This is an optimization exercise on Yosys and OpenROAD, whose aim is small area, not a production implementation.
RTL that was checked went through simulation tests only; none was proved equivalent to the original.
For run 3, only the layout was checked, not whether the RTL still works.

File: run.sh
#!/bin/bash
# synth_recipe.tcl (not shown) runs the flow's synth.tcl, then flattens the netlist and writes it again
# the make line also repeats each setting of config.mk as NAME=value (left out here)
make -C /OpenROAD-flow-scripts/flow DESIGN_CONFIG=/design/flow/config.mk WORK_HOME=/design/flow/orfs CLKGATE_MAP_FILE= SYNTH_SCRIPT=/design/flow/synth_recipe.tcl finish
File: config.mk
export PLATFORM = sky130hd
export DESIGN_NAME = mp2
export DESIGN_NICKNAME = mp2
export VERILOG_FILES = /design/flow/design.v
export SDC_FILE = /design/flow/constraint.sdc
export NUM_CORES = 4
export LEC_CHECK = 0
export CAP_MARGIN = 20
export CORE_MARGIN = 2
export CORE_UTILIZATION = 40
export SLEW_MARGIN = 20
File: constraint.sdc
create_clock -name core_clock -period 30.0 [get_ports {clk}]
set_input_delay 6.0000 -clock core_clock [delete_from_list [all_inputs] [get_ports {clk}]]
set_output_delay 6.0000 -clock core_clock [all_outputs]
set_load 0.01 [all_outputs]
File: design.v
module mp2 #(
    parameter CLK_FREQ = 12000000,
    parameter INTERVAL = CLK_FREQ / 360
)(
    input logic clk,
    input logic rst,
    output logic RGB_R,
    output logic RGB_G,
    output logic RGB_B
);
    logic [31:0] counter;
    logic [8:0] hue;
    logic [7:0] pwm_r, pwm_g, pwm_b;
    logic [7:0] pwm_counter;
    always_ff @(posedge clk) begin
        if (rst) begin
            counter <= 0;
            hue <= 0;
        end
        else if (counter >= INTERVAL)
        begin
            counter <= 0;
            hue <= (hue >= 359) ? 0 : hue + 1;
        end
        else
        begin
            counter <= counter + 1;
        end
    end
    always_comb begin
        pwm_r = (hue < 60) ? 255 :
                (hue < 120) ? (255 * (120 - hue) / 60) :
                (hue < 180) ? 0 :
                (hue < 240) ? 0 :
                (hue < 300) ? (255 * (hue - 240) / 60) :
                255;
        pwm_g = (hue < 60) ? (255 * (hue - 0) / 60) :
                (hue < 180) ? 255 :
                (hue < 240) ? (255 * (240 - hue) / 60) :
                0;
        pwm_b = (hue < 120) ? 0 :
                (hue < 180) ? (255 * (hue - 120) / 60) :
                (hue < 300) ? 255 :
                (hue < 360) ? (255 * (360 - hue) / 60) :
                0;
    end
    always_ff @(posedge clk) begin
        if (rst) pwm_counter <= 0;
        else pwm_counter <= pwm_counter + 1;
    end
    assign {RGB_R, RGB_G, RGB_B} = {pwm_counter < pwm_r, pwm_counter < pwm_g, pwm_counter < pwm_b};
endmodule
==> impl_metrics.env, run 1 <==
export IMPL_post_synth_top_area_cell="fa_1"
export IMPL_ant_nets=0
export IMPL_dieWidth_um=265
export IMPL_synth_area_um2=27200
export IMPL_async_reset_ff_share_pct=0
export IMPL_max_freq_mhz=45.7
export IMPL_synth_area_top_cells="fa_1, ha_1, inv_1, xnor2_1, a21oi_1"
export IMPL_post_route_util_pct=41.9
export IMPL_routed_wl_um=74500
export IMPL_drc=0
export IMPL_dr_pass1_iters=7
export IMPL_clkSinkCount=49
export IMPL_synthFlopType="dfxtp_1"
export IMPL_crit_path_end="RGB_G"
export IMPL_r2r_setup_slack_ps=27180
export IMPL_numCtsBuffers=5
export IMPL_setup_violations=0
export IMPL_hold_viol=0
export IMPL_setup_tns_final_ps=0
export IMPL_layout_drive_gt1_share_pct=5.30
export IMPL_synth_cell_types=132
export IMPL_drtIter0Drc=1979
export IMPL_coreArea_um2=67300
export IMPL_cap_viol_max_count=0
export IMPL_path_common_cell="inv_1"
export IMPL_synth_top_cell_area_share_pct=16.2
export IMPL_globalRoute_totalOverflow=0
export IMPL_reg2reg_from="counter[1]"
export IMPL_yosys_warnings=1
export IMPL_crit_fanout=17
export IMPL_r2r_end="hue[3]"
export IMPL_layout_common_cells="inv_1, nor2_1, ha_1, nand2_1, a21oi_1"
export IMPL_die_area_um2=70100
export IMPL_hp_class="flip-flop to flip-flop"
export IMPL_crit_path_start_kind="flip-flop"
export IMPL_ctsLongestPathBuffers=2
export IMPL_dpl_cell_count=4393
export IMPL_worst_pin_slew_ps=1050
export IMPL_place_congestion=0.972
export IMPL_slew_viol_final=0
export IMPL_skew_ps=8.94
export IMPL_rsz0062_at_grt="no"
export IMPL_start_util_pct=40.4
export IMPL_num_rows=95
export IMPL_crit_start="hue[3]"
export IMPL_clk_latency_ps=310
export IMPL_grt_start_max_net_pins=22
export IMPL_synth_edff_count=0
export IMPL_wl_per_cell_um=16.9
export IMPL_grt_pass1_vias=24222
export IMPL_die_h_um=265
export IMPL_ys_seq_area_share_pct=3.61
export IMPL_cts_tree="built"
export IMPL_hpwl_um=61100
export IMPL_arrival_ps=15880
export IMPL_worstPathRequired_ps=24000
export IMPL_post_cts_buffers=0
export IMPL_io_pins=5
export IMPL_rr_worst_depth=12
export IMPL_fin_cells=4401
export IMPL_vias=26041
export IMPL_period_minus_slack_ps=21880
export IMPL_cts_hold_buffers_added=0
export IMPL_cts_root_buf="clkbuf_16"
export IMPL_end_kind="output port"
export IMPL_viasPerCell=5.92
export IMPL_syn_to_final_growth_pct=3.82
export IMPL_port_buffers=4
export IMPL_cts_resized=0
export IMPL_fin_crit_sh_pct=72.9
export IMPL_cp_slowest_cell="dfxtp_1"
export IMPL_synth_cells=3588
export IMPL_track_usage_pct=20.8
export IMPL_fin_nets=3991
export IMPL_slowest_delay_ps=850
export IMPL_clkSlewWorstSetupHoldPaths_ps=80
export IMPL_antenna_found_initial=2
export IMPL_grt_first_pass_wirelength_um=124000
export IMPL_n_antenna_cell=0
export IMPL_htree_levels=2
export IMPL_synth_seq_cells=49
export IMPL_syn_avg_cell_area_um2=7.58
export IMPL_mostFrequentLayoutCell="inv_1"
export IMPL_critical_path_class="flip-flop to output port"
export IMPL_relSlewSlack_pct=29.5
export IMPL_status="complete, no violations"
==> Yosys cell counts (all sizes together) (25+ instances only) <==
cell type / instances
a21o: 74
xnor2: 168
mux2i: 28
xor2: 85
ha: 242
clkbuf: 71
nor3: 104
nor2: 244
a31oi: 50
a21oi: 231
and2: 37
o22ai: 26
and3: 54
o21ai: 184
inv: 466
nand2b: 36
nand3: 108
buf: 36
o31ai: 31
nand2: 235
nand4: 38
or3: 25
o21a: 55
a211oi: 75
o211ai: 63
nor4: 35
or2: 47
fa: 220
a2111oi: 25
dfxtp: 49
==> critical path: cells and delay by family (launching register included) <==
kind,cells,cell delay [ps]
muxes,1,230
adders and majority gates,7,3120
DFF,1,850
buffers and inverters,6,1500
xor gates and xnor gates,1,490
and+or+nand+nor,14,3430
AOI/OAI and AO/OA,20,5930
==> metrics by stage <==
stage	hold slack, ps	setup slack, ps	instance area (um^2)
final	492	8120	28200
after global routing	519	6840	28200
after CTS	489	8380	28200
after detailed placement	470	8800	28000
after global placement	456	9080	28000
after floorplan	438	11140	27200
==> layout make-up <==
class | instances | area [um^2]
clock buffers | 5 | 125
fillers | 6922 | 39100
well taps | 873 | 1090
inverters | 469 | 1760
repair buffers | 24 | 190
multi-input cells | 2978 | 24000
flip-flops and latches | 49 | 981
clock inverters | 3 | 50.0
==> sequential cells by signal, indices dropped and copies added (netlist names) <==
name / count
counter: 32
pwm_counter: 8
hue: 9
==> cells by family (layout without fill, tap and decap cells) <==
group | after synthesis | in the layout | share of synthesized area [%]
adder cells (fa/ha/maj) | 468 | 468 | 27.6
buffers and inverters | 576 | 501 | 8.25
XOR/XNOR | 255 | 255 | 8.52
AO/OA/AOI/OAI | 1153 | 1153 | 30.9
other | 1 | 16 | 0.0138
multiplexers | 37 | 37 | 1.48
AND/OR/NAND/NOR | 1049 | 1049 | 19.6
flip-flops | 49 | 49 | 3.61
==> layer usage <==
metal	global-route usage, %	vias up	part of all wire (%)
li1	-	12930	-
met2	34.8	673	46
met3	0.892	86	3.9
met4	5.44	4	2.4
met5	0	-	0.036
met1	29.4	12348	48
==> worst min path at each step <==
stage                           start          end  slack [ps]  cells after the start
after floorplan           counter[15]  counter[15]         440                      2
after global placement    counter[15]  counter[15]         460                      2
after detailed placement  counter[15]  counter[15]         470                      2
after CTS                 counter[15]  counter[15]         490                      2
after global routing      counter[15]  counter[15]         520                      2
final                     counter[15]  counter[15]         490                      2
==> run 2, diff against run 1 <==
==> design.v (replaced) <==
module mp2 #(
    parameter CLK_FREQ = 12000000,
    parameter INTERVAL = CLK_FREQ / 360
)(
    input logic clk,
    input logic rst,
    output logic RGB_R,
    output logic RGB_G,
    output logic RGB_B
);
    logic [7:0] pwm;
    logic [5:0] d;
    logic [2:0] seg;
    logic       tick;
    generate
        if (INTERVAL == 33333) begin : g_lfsr
            logic [13:0] lf;
            always_ff @(posedge clk) begin
                if (rst || tick) lf <= 14'h2b91;
                else lf <= {~lf[12:0], lf[13] ^ lf[0]};
            end
            assign tick = ((lf ^ 14'h20fb) & 14'h18ff) == 14'h0 && pwm[0] && (pwm[1] == d[0]);
        end else begin : g_bin
            logic [31:0] counter;
            always_ff @(posedge clk) begin
                if (rst || tick) counter <= 0;
                else counter <= counter + 1;
            end
            assign tick = (counter >= INTERVAL);
        end
    endgenerate
    always_ff @(posedge clk) begin
        if (rst) pwm <= 8'd0;
        else pwm <= pwm + 8'd1;
    end
    wire down = seg[2] ^ seg[1] ^ seg[0];
    wire last = down ? (d[5:1] == 5'd0) : (d[5] & d[4] & d[3] & d[1] & d[0]);
    always_ff @(posedge clk) begin
        if (rst) begin
            d <= 6'd0;
            seg <= 3'b000;
        end else if (tick) begin
            d <= down ? d - 6'd1 : d + 6'd1;
            if (last) seg <= {~seg[0], seg[2:1]};
        end
    end
    wire [7:0] level = {d + {4'd0, d[5:4]}, d[3:2]};
    wire ramp = pwm < level;
    wire full = ~&pwm;
    assign RGB_R = (~seg[2] & ~seg[1] & full) | ((seg[2] ^ seg[1]) & ramp);
    assign RGB_G = (seg[2] & ~seg[0] & full) | ~(seg[2] ^ seg[0]) & ramp;
    assign RGB_B = (seg[1] & seg[0] & full) | ((seg[1] ^ seg[0]) & ramp);
endmodule
==> run 2 against run 1 <==
Effect of this change: cell count is 95% lower; count of clock-buffer cells in the layout is 1 higher; first-iteration DRC count is 99% lower; cell area is 94% lower; worst setup slack better by 13000 ps; sequential cell count is 18 lower; non-clock buffer count is 19 lower; core utilization is 4.8 points higher; fmax is 130% higher; register-to-register slack worse by 60 ps; routed wire length is 96% lower; critical path type unchanged; critical endpoint is now RGB_R; highest routed layer is now met4.
==> impl_metrics.env, run 2 <==
export IMPL_clk_latency_ps=280
export IMPL_dr_pass1_iters=4
export IMPL_synth_adder_area_share_pct=16.1
export IMPL_die_area_um2=4430
export IMPL_relSlewSlack_pct=42.4
export IMPL_cts_hold_buffers_added=0
export IMPL_hp_class="flip-flop to flip-flop"
export IMPL_synth_area_um2=1570
export IMPL_globalRoute_totalOverflow=0
export IMPL_cap_viol_max_count=0
export IMPL_start_util_pct=42.1
export IMPL_clkSinkCount=31
export IMPL_fill_cells=357
export IMPL_die_h_um=66.6
export IMPL_coreArea_um2=3720
export IMPL_n_antenna_cell=0
export IMPL_post_place_ws_ps=20930
export IMPL_max_freq_mhz=107
export IMPL_post_cts_buffers=0
export IMPL_synthFlopType="dfxtp_1"
export IMPL_critical_path_class="flip-flop to output port"
export IMPL_wl_per_cell_um=12.0
export IMPL_end_kind="output port"
export IMPL_drc=0
export IMPL_synth_top_cell_area_share_pct=39.6
export IMPL_dpl_cell_area_um2=1650
export IMPL_synth_cells=167
export IMPL_setup_tns_final_ps=0
export IMPL_viasPerCell=5.04
export IMPL_drtIter0Drc=29
export IMPL_grt_use_met3_pct=5.07
export IMPL_r2r_setup_slack_ps=27120
export IMPL_ys_seq_area_share_pct=39.6
export IMPL_syn_to_final_growth_pct=10.9
export IMPL_hold_viol=0
export IMPL_cts_resized=0
export IMPL_largestRegisters="g_lfsr.lf x14, pwm x8, d x6"
export IMPL_worstPathRequired_ps=24000
export IMPL_synth_compound_area_share_pct=8.23
export IMPL_yosys_warnings=1
export IMPL_grt_use_met2_pct=22.9
export IMPL_ant_nets=0
export IMPL_mostFrequentLayoutCell="dfxtp_1"
export IMPL_skew_ps=8.35
export IMPL_layout_drive_gt1_share_pct=5.71
export IMPL_clkSlewWorstSetupHoldPaths_ps=60
export IMPL_fin_nets=195
export IMPL_synth_edff_count=0
export IMPL_htree_levels=2
export IMPL_grt_first_pass_wirelength_um=4720
export IMPL_cts_root_buf="clkbuf_8"
export IMPL_synth_seq_cells=31
export IMPL_async_reset_ff_share_pct=0
export IMPL_num_rows=22
export IMPL_multi_input_area_um2=888
export IMPL_syn_avg_cell_area_um2=9.37
export IMPL_routed_wl_um=2670
export IMPL_crit_path_start_kind="flip-flop"
export IMPL_synth_area_top_cells="dfxtp_1, ha_1, xnor2_1, nor2_1, mux2i_1"
export IMPL_antenna_found_initial=0
export IMPL_setup_violations=0
export IMPL_synth_common_cells="dfxtp_1, nor2_1, ha_1"
export IMPL_status="complete, no violations"
export IMPL_yosys_cell_count_top_type="dfxtp_1"
export IMPL_numCtsBuffers=5
export IMPL_regMostFlops="g_lfsr.lf"
export IMPL_hold_depth=1
export IMPL_place_congestion=0.741
export IMPL_synth_mux_area_share_pct=5.20
export IMPL_fin_crit_sh_pct=31.2
export IMPL_use_met1_pct=17.1
export IMPL_timing_final_ws_setup_ps=20630
export IMPL_layout_common_cells="dfxtp_1, nor2_1, ha_1, xnor2_1, nand2_1"
export IMPL_rr_worst_depth=10
export IMPL_hpwl_um=2020
export IMPL_busiest_layer="met2"
export IMPL_synth_top_family_by_area="simple AND/OR/NAND/NOR gates"
export IMPL_largest_reg_flops=14
export IMPL_vias=1123
export IMPL_crit_fanout=7
export IMPL_track_usage_pct=14.2
export IMPL_synth_xor_area_share_pct=9.51
export IMPL_post_synth_top_area_cell="dfxtp_1"
export IMPL_rsz0062_at_grt="no"
export IMPL_io_pins=5
export IMPL_yosys_area_share_simple_pct=17.7
export IMPL_slew_viol_final=0
export IMPL_ctsLongestPathBuffers=2
export IMPL_grt_start_max_net_pins=26
export IMPL_regArea_um2=621
export IMPL_cts_tree="built"
export IMPL_arrival_ps=3370
export IMPL_port_buffers=4
export IMPL_period_minus_slack_ps=9370
export IMPL_grt_pass1_vias=1089
export IMPL_dieWidth_um=66.6
export IMPL_synth_cell_types=30
export IMPL_final_area_um2=1740
export IMPL_worst_pin_slew_ps=862
run 2: changes by cell type after synthesis, sizes merged, moves of 73 or more:
cell / previous run / this run
nor2: 244 / 26
o21ai: 184 / 3
xor2: 85 / 5
fa: 220 / 2
xnor2: 168 / 12
ha: 242 / 17
inv: 466 / 9
nand2: 235 / 10
nand3: 108 / 6
a21oi: 231 / 6
nor3: 104 / 2
a211oi: 75 / 2
run 2: worst paths after layout:
| kind | to | from |
|---|---|---|
| worst max-delay path | RGB_R | d[0] |
| worst min-delay path | g_lfsr.lf[9] | g_lfsr.lf[8] |
| worst max register to register | d[5] | seg[1] |
| worst min register to register | g_lfsr.lf[9] | g_lfsr.lf[8] |
run 2: cell families (layout without fill, tap and decap cells):
family                     after synthesis  count (layout)
and+or+nand+nor                         59              59
DFF                                     31              31
adders and majority gates               19              19
AOI/OAI and AO/OA                       19              19
xor gates and xnor gates                17              17
buffers and inverters                   14              22
muxes                                    8               8
run 2: through the flow:
stage                     hold WS, ps  instances  utilization [%]
final                             364        223             46.7
after detailed placement          349        215             44.4
after CTS                         369        223             46.7
after global routing              375        223             46.7
after floorplan                   343        167                -
after global placement            348        215             44.4
run 2: final cells by class:
cell class,count,share of cell area (%)
clock buffer,6,4.18
clock inverter,2,0.721
inverter,9,1.95
multi-input combinational,122,51.2
sequential,31,35.8
tap,48,3.46
timing repair buffer,5,2.74
run 2: worst max-delay path: stages, from the launching register on:
cell and delay, ps:
dfxtp_1 500, ha_1 220, inv_1 50, fa_1 400
nor2_1 150, xnor2_1 140, ha_1 270, and3_1 180
a221oi_1 420, a32o_1 230, clkdlybuf4s50_1 530
run 2: layer usage:
| metal | vias to the layer above | share of wire [%] |
|---|---|---|
| li1 | 580 | - |
| met1 | 524 | 47 |
| met2 | 13 | 49 |
| met3 | 6 | 2.6 |
| met4 | 0 | 2.0 |
| met5 | - | 0 |
==> run 3, diff against run 2 <==
==> design.v (replaced) <==
module mp2 #(
    parameter CLK_FREQ = 12000000,
    parameter INTERVAL = CLK_FREQ / 360
)(
    input logic clk,
    input logic rst,
    output logic RGB_R,
    output logic RGB_G,
    output logic RGB_B
);
    logic [7:0] pwm;
    logic [5:0] d;
    logic [2:0] seg;
    logic       tick;
    generate
        if (INTERVAL == 33333) begin : g_lfsr
            logic [15:0] lf;
            always_ff @(posedge clk) begin
                if (rst || tick) lf <= 16'h4230;
                else lf <= {~lf[14:0], lf[15] ^ lf[2]};
            end
            assign tick = ((lf ^ 16'h9c51) & 16'h36df) == 16'h0;
        end else begin : g_bin
            logic [31:0] counter;
            always_ff @(posedge clk) begin
                if (rst || tick) counter <= 0;
                else counter <= counter + 1;
            end
            assign tick = (counter >= INTERVAL);
        end
    endgenerate
    logic [7:0] pc;    
    always_comb begin
        pc[0] = 1'b1;
        for (int i = 1; i < 8; i++) pc[i] = pc[i-1] & pwm[i-1];
    end
    always_ff @(posedge clk) begin
        if (rst) pwm <= 8'd0;
        else pwm <= pwm ^ pc;
    end
    wire down = seg[2] ^ seg[1] ^ seg[0];
    wire last = down ? (d[5:1] == 5'd0) : (d[5] & d[4] & d[3] & d[1] & d[0]);
    logic [5:0] dt;    
    always_comb begin
        dt[0] = tick;
        for (int i = 1; i < 6; i++) dt[i] = dt[i-1] & (d[i-1] ^ down);
    end
    always_ff @(posedge clk) begin
        if (rst) begin
            d <= 6'd0;
            seg <= 3'b000;
        end else begin
            d <= d ^ dt;
            if (tick && last) seg <= {~seg[0], seg[2:1]};
        end
    end
    logic [5:0] lh;    
    logic [6:0] lc;
    always_comb begin
        lc[0] = 1'b0;
        for (int i = 0; i < 6; i++) begin
            lh[i] = d[i] ^ (i < 2 ? d[i+4] : 1'b0) ^ lc[i];
            lc[i+1] = (i < 2) ? ((d[i] & d[i+4]) | (lc[i] & (d[i] ^ d[i+4]))) : (d[i] & lc[i]);
        end
    end
    wire [7:0] level = {lh, d[3:2]};
    logic [8:0] lt;
    always_comb begin
        lt[0] = 1'b0;
        for (int i = 0; i < 8; i++)
            lt[i+1] = (~pwm[i] & level[i]) | (~(pwm[i] ^ level[i]) & lt[i]);
    end
    wire ramp = lt[8];
    wire full = ~&pwm;
    wire a = seg[2] ^ seg[1];
    wire b = seg[1] ^ seg[0];
    assign RGB_R = (~seg[2] & ~seg[1] & full) | (a & ~b & ramp);
    assign RGB_G = (seg[2] & ~seg[0] & full) | (~a & ~b & ramp);
    assign RGB_B = (seg[1] & seg[0] & full) | (~a & b & ramp);
endmodule
==> run 3 against run 2 <==
Effect of this change: still clean; critical path depth up 2; count of clock-buffer cells in the layout grew 1; clock skew down 3.3 ps; first-iteration DRC count increased by 59%; cell count shrank 0.45%; die area grew 2.8%; worst setup slack lost 82 ps; critical path type unchanged; critical endpoint is now RGB_G; highest routed layer unchanged.
==> impl_metrics.env, run 3 <==
export IMPL_final_area_um2=1800
export IMPL_clkSlewWorstSetupHoldPaths_ps=70
export IMPL_synth_top_cell_area_share_pct=41.0
export IMPL_hp_class="flip-flop to flip-flop"
export IMPL_synth_edff_count=0
export IMPL_cts_hold_buffers_added=0
export IMPL_crit_cells=12
export IMPL_worst_pin_slew_ps=932
export IMPL_slew_viol_final=0
export IMPL_status="complete, no violations"
export IMPL_r2r_setup_slack_ps=27720
export IMPL_start_util_pct=40.9
export IMPL_synth_cells=167
export IMPL_drc=0
export IMPL_clkSinkCount=33
export IMPL_layout_drive_gt1_share_pct=6.40
export IMPL_viasPerCell=5.15
export IMPL_synth_common_cells="dfxtp_1, nor2_1, ha_1"
export IMPL_post_place_ws_ps=20880
export IMPL_track_usage_pct=14.7
export IMPL_fin_nets=193
export IMPL_timing_final_ws_setup_ps=20550
export IMPL_end_kind="output port"
export IMPL_htree_levels=2
export IMPL_syn_avg_cell_area_um2=9.65
export IMPL_relSlewSlack_pct=37.7
export IMPL_grt_first_pass_wirelength_um=4890
export IMPL_grt_pass1_vias=1132
export IMPL_critPathBufInv=1
export IMPL_largestRegisters="g_lfsr.lf x16, pwm x8, d x6"
export IMPL_skew_ps=5.01
export IMPL_max_freq_mhz=106
export IMPL_globalRoute_totalOverflow=0
export IMPL_rr_worst_depth=6
export IMPL_async_reset_ff_share_pct=0
export IMPL_period_minus_slack_ps=9450
export IMPL_place_congestion=0.820
export IMPL_io_pins=5
export IMPL_synthFlopType="dfxtp_1"
export IMPL_arrival_ps=3450
export IMPL_ant_nets=0
export IMPL_synth_area_top_cells="dfxtp_1, ha_1, nor2_1, nor2b_1, inv_1"
export IMPL_cap_viol_max_count=0
export IMPL_dpl_cell_area_um2=1680
export IMPL_post_route_util_pct=45.6
export IMPL_critical_path_class="flip-flop to output port"
export IMPL_ys_seq_area_share_pct=41.0
export IMPL_slowest_delay_ps=590
export IMPL_wl_per_cell_um=12.6
export IMPL_clk_latency_ps=280
export IMPL_die_area_um2=4550
export IMPL_antenna_found_initial=0
export IMPL_synth_seq_cells=33
export IMPL_cts_root_buf="clkbuf_8"
export IMPL_fin_crit_sh_pct=31.5
export IMPL_hpwl_um=2030
export IMPL_critical_path_top_delay_family="adder cells"
export IMPL_cp_slowest_cell="clkdlybuf4s50_1"
export IMPL_crit_fanout=9
export IMPL_largest_reg_flops=16
export IMPL_path_common_cell="ha_1"
export IMPL_ctsLongestPathBuffers=2
export IMPL_yosys_cell_count_top_type="dfxtp_1"
export IMPL_crit_start="d[4]"
export IMPL_num_rows=23
export IMPL_mostFrequentLayoutCell="dfxtp_1"
export IMPL_regMostFlops="g_lfsr.lf"
export IMPL_setup_violations=0
export IMPL_setup_tns_final_ps=0
export IMPL_worstPathRequired_ps=24000
export IMPL_crit_path_end="RGB_G"
export IMPL_whs_ps=381
export IMPL_routed_wl_um=2790
export IMPL_post_cts_buffers=0
export IMPL_cts_tree="built"
export IMPL_grt_start_max_net_pins=29
export IMPL_syn_to_final_growth_pct=11.5
export IMPL_vias=1143
export IMPL_coreArea_um2=3940
export IMPL_synth_area_um2=1610
export IMPL_drtIter0Drc=46
export IMPL_cts_resized=0
export IMPL_r2r_end="d[5]"
export IMPL_dr_pass1_iters=4
export IMPL_yosys_warnings=1
export IMPL_fill_cells=373
export IMPL_numCtsBuffers=5
export IMPL_hold_viol=0
export IMPL_rsz0062_at_grt="no"
export IMPL_synth_cell_types=38
export IMPL_layout_common_cells="dfxtp_1, nor2_1, ha_1, inv_1, nor2b_1"
export IMPL_cp_cell_sequence="ha_1, fa_1, ha_1, ha_1, ha_1, xor2_1, ha_1, o21a_1, nor2_1, or3_1, o32ai_1, clkdlybuf4s50_1"
export IMPL_post_synth_top_area_cell="dfxtp_1"
export IMPL_crit_path_start_kind="flip-flop"
export IMPL_port_buffers=4
export IMPL_dieWidth_um=67.5
export IMPL_n_antenna_cell=0
export IMPL_die_h_um=67.5
export IMPL_reg2reg_from="seg[1]"
run 3: changes by cell type in the layout (fill, tap and decap cells not counted), moves of 4 or more:
cell,delta
nor2b_1,+7
nand2_1,-7
and3_1,-4
nor2_1,-5
or3_1,+4
xnor2_1,-7
run 3: how the worst min path moves through the flow:
stage | slack (ps) | end | cells past startpoint | start
floorplan | 340 | g_lfsr.lf[9] | 1 | g_lfsr.lf[8]
global placement | 350 | g_lfsr.lf[9] | 1 | g_lfsr.lf[8]
detailed placement | 370 | g_lfsr.lf[9] | 1 | g_lfsr.lf[8]
CTS | 390 | g_lfsr.lf[9] | 1 | g_lfsr.lf[8]
global route | 400 | g_lfsr.lf[9] | 1 | g_lfsr.lf[8]
finish | 380 | g_lfsr.lf[9] | 1 | g_lfsr.lf[8]
run 3: area by class of cell:
class / count / area, um^2 / share of cell area, %
sequential: 33 / 661 / 36.8
tap: 50 / 62.6 / 3.48
clock buffer: 7 / 86.3 / 4.81
multi-input combinational: 115 / 872 / 48.5
inverter: 12 / 45.0 / 2.51
clock inverter: 1 / 30.0 / 1.67
timing repair buffer: 4 / 40.0 / 2.23
run 3: per-layer routing:
metal	GRT usage (%)	wire length, um	vias to the layer above
li1	-	-	581
met1	15.7	1260	538
met2	25.2	1370	18
met3	4.83	97	6
met4	8.42	61	0
met5	0	0	-
run 3: metrics by stage:
step | std cells
floorplan | 167
detailed placement | 214
CTS | 222
global placement | 214
finish | 222
global route | 222
run 3: cells by family after synthesis:
kind of cell / count (synthesis) / synth area share (%)
compound gates: 18 / 7.45
xor+xnor: 9 / 5.75
fa+ha+maj: 20 / 16.0
buf+inv: 19 / 4.89
flops: 33 / 41.0
mux: 6 / 3.88
simple gates: 62 / 21.0

re-timing with driven ports:
In the flow no input, the clock included, has a driving cell. The finished layouts below were timed again as built, in two steps.
Step 1: set_driving_cell puts a clkbuf_16 on clk and a buf_2 on each other input, an assumption about the parent block.
Step 2 adds t to the input delays and takes it off the output delays; t is the mean of the earliest and latest rising clock arrival at the registers after step 1. Input paths then give back, and output paths get back, about the clock's delay inside the block.
Three values: ideal ports, drivers, drivers and shift; two values: the first two.
| run | t, ns | slack for setup (ns) | latest minus earliest clock arrival (ns) | cell pins on the clock port's net |
|---|---|---|---|---|
| run 1 | 0.360 | 8.124 / 8.071 / 8.431 | 0.010 / 0.010 | 1 |
| run 2 | 0.299 | 20.631 / 20.608 / 20.907 | 0.008 / 0.009 | 1 |
| run 3 | 0.301 | 20.548 / 20.523 / 20.825 | 0.006 / 0.007 | 1 |
After both steps every run listed still meets setup and hold.
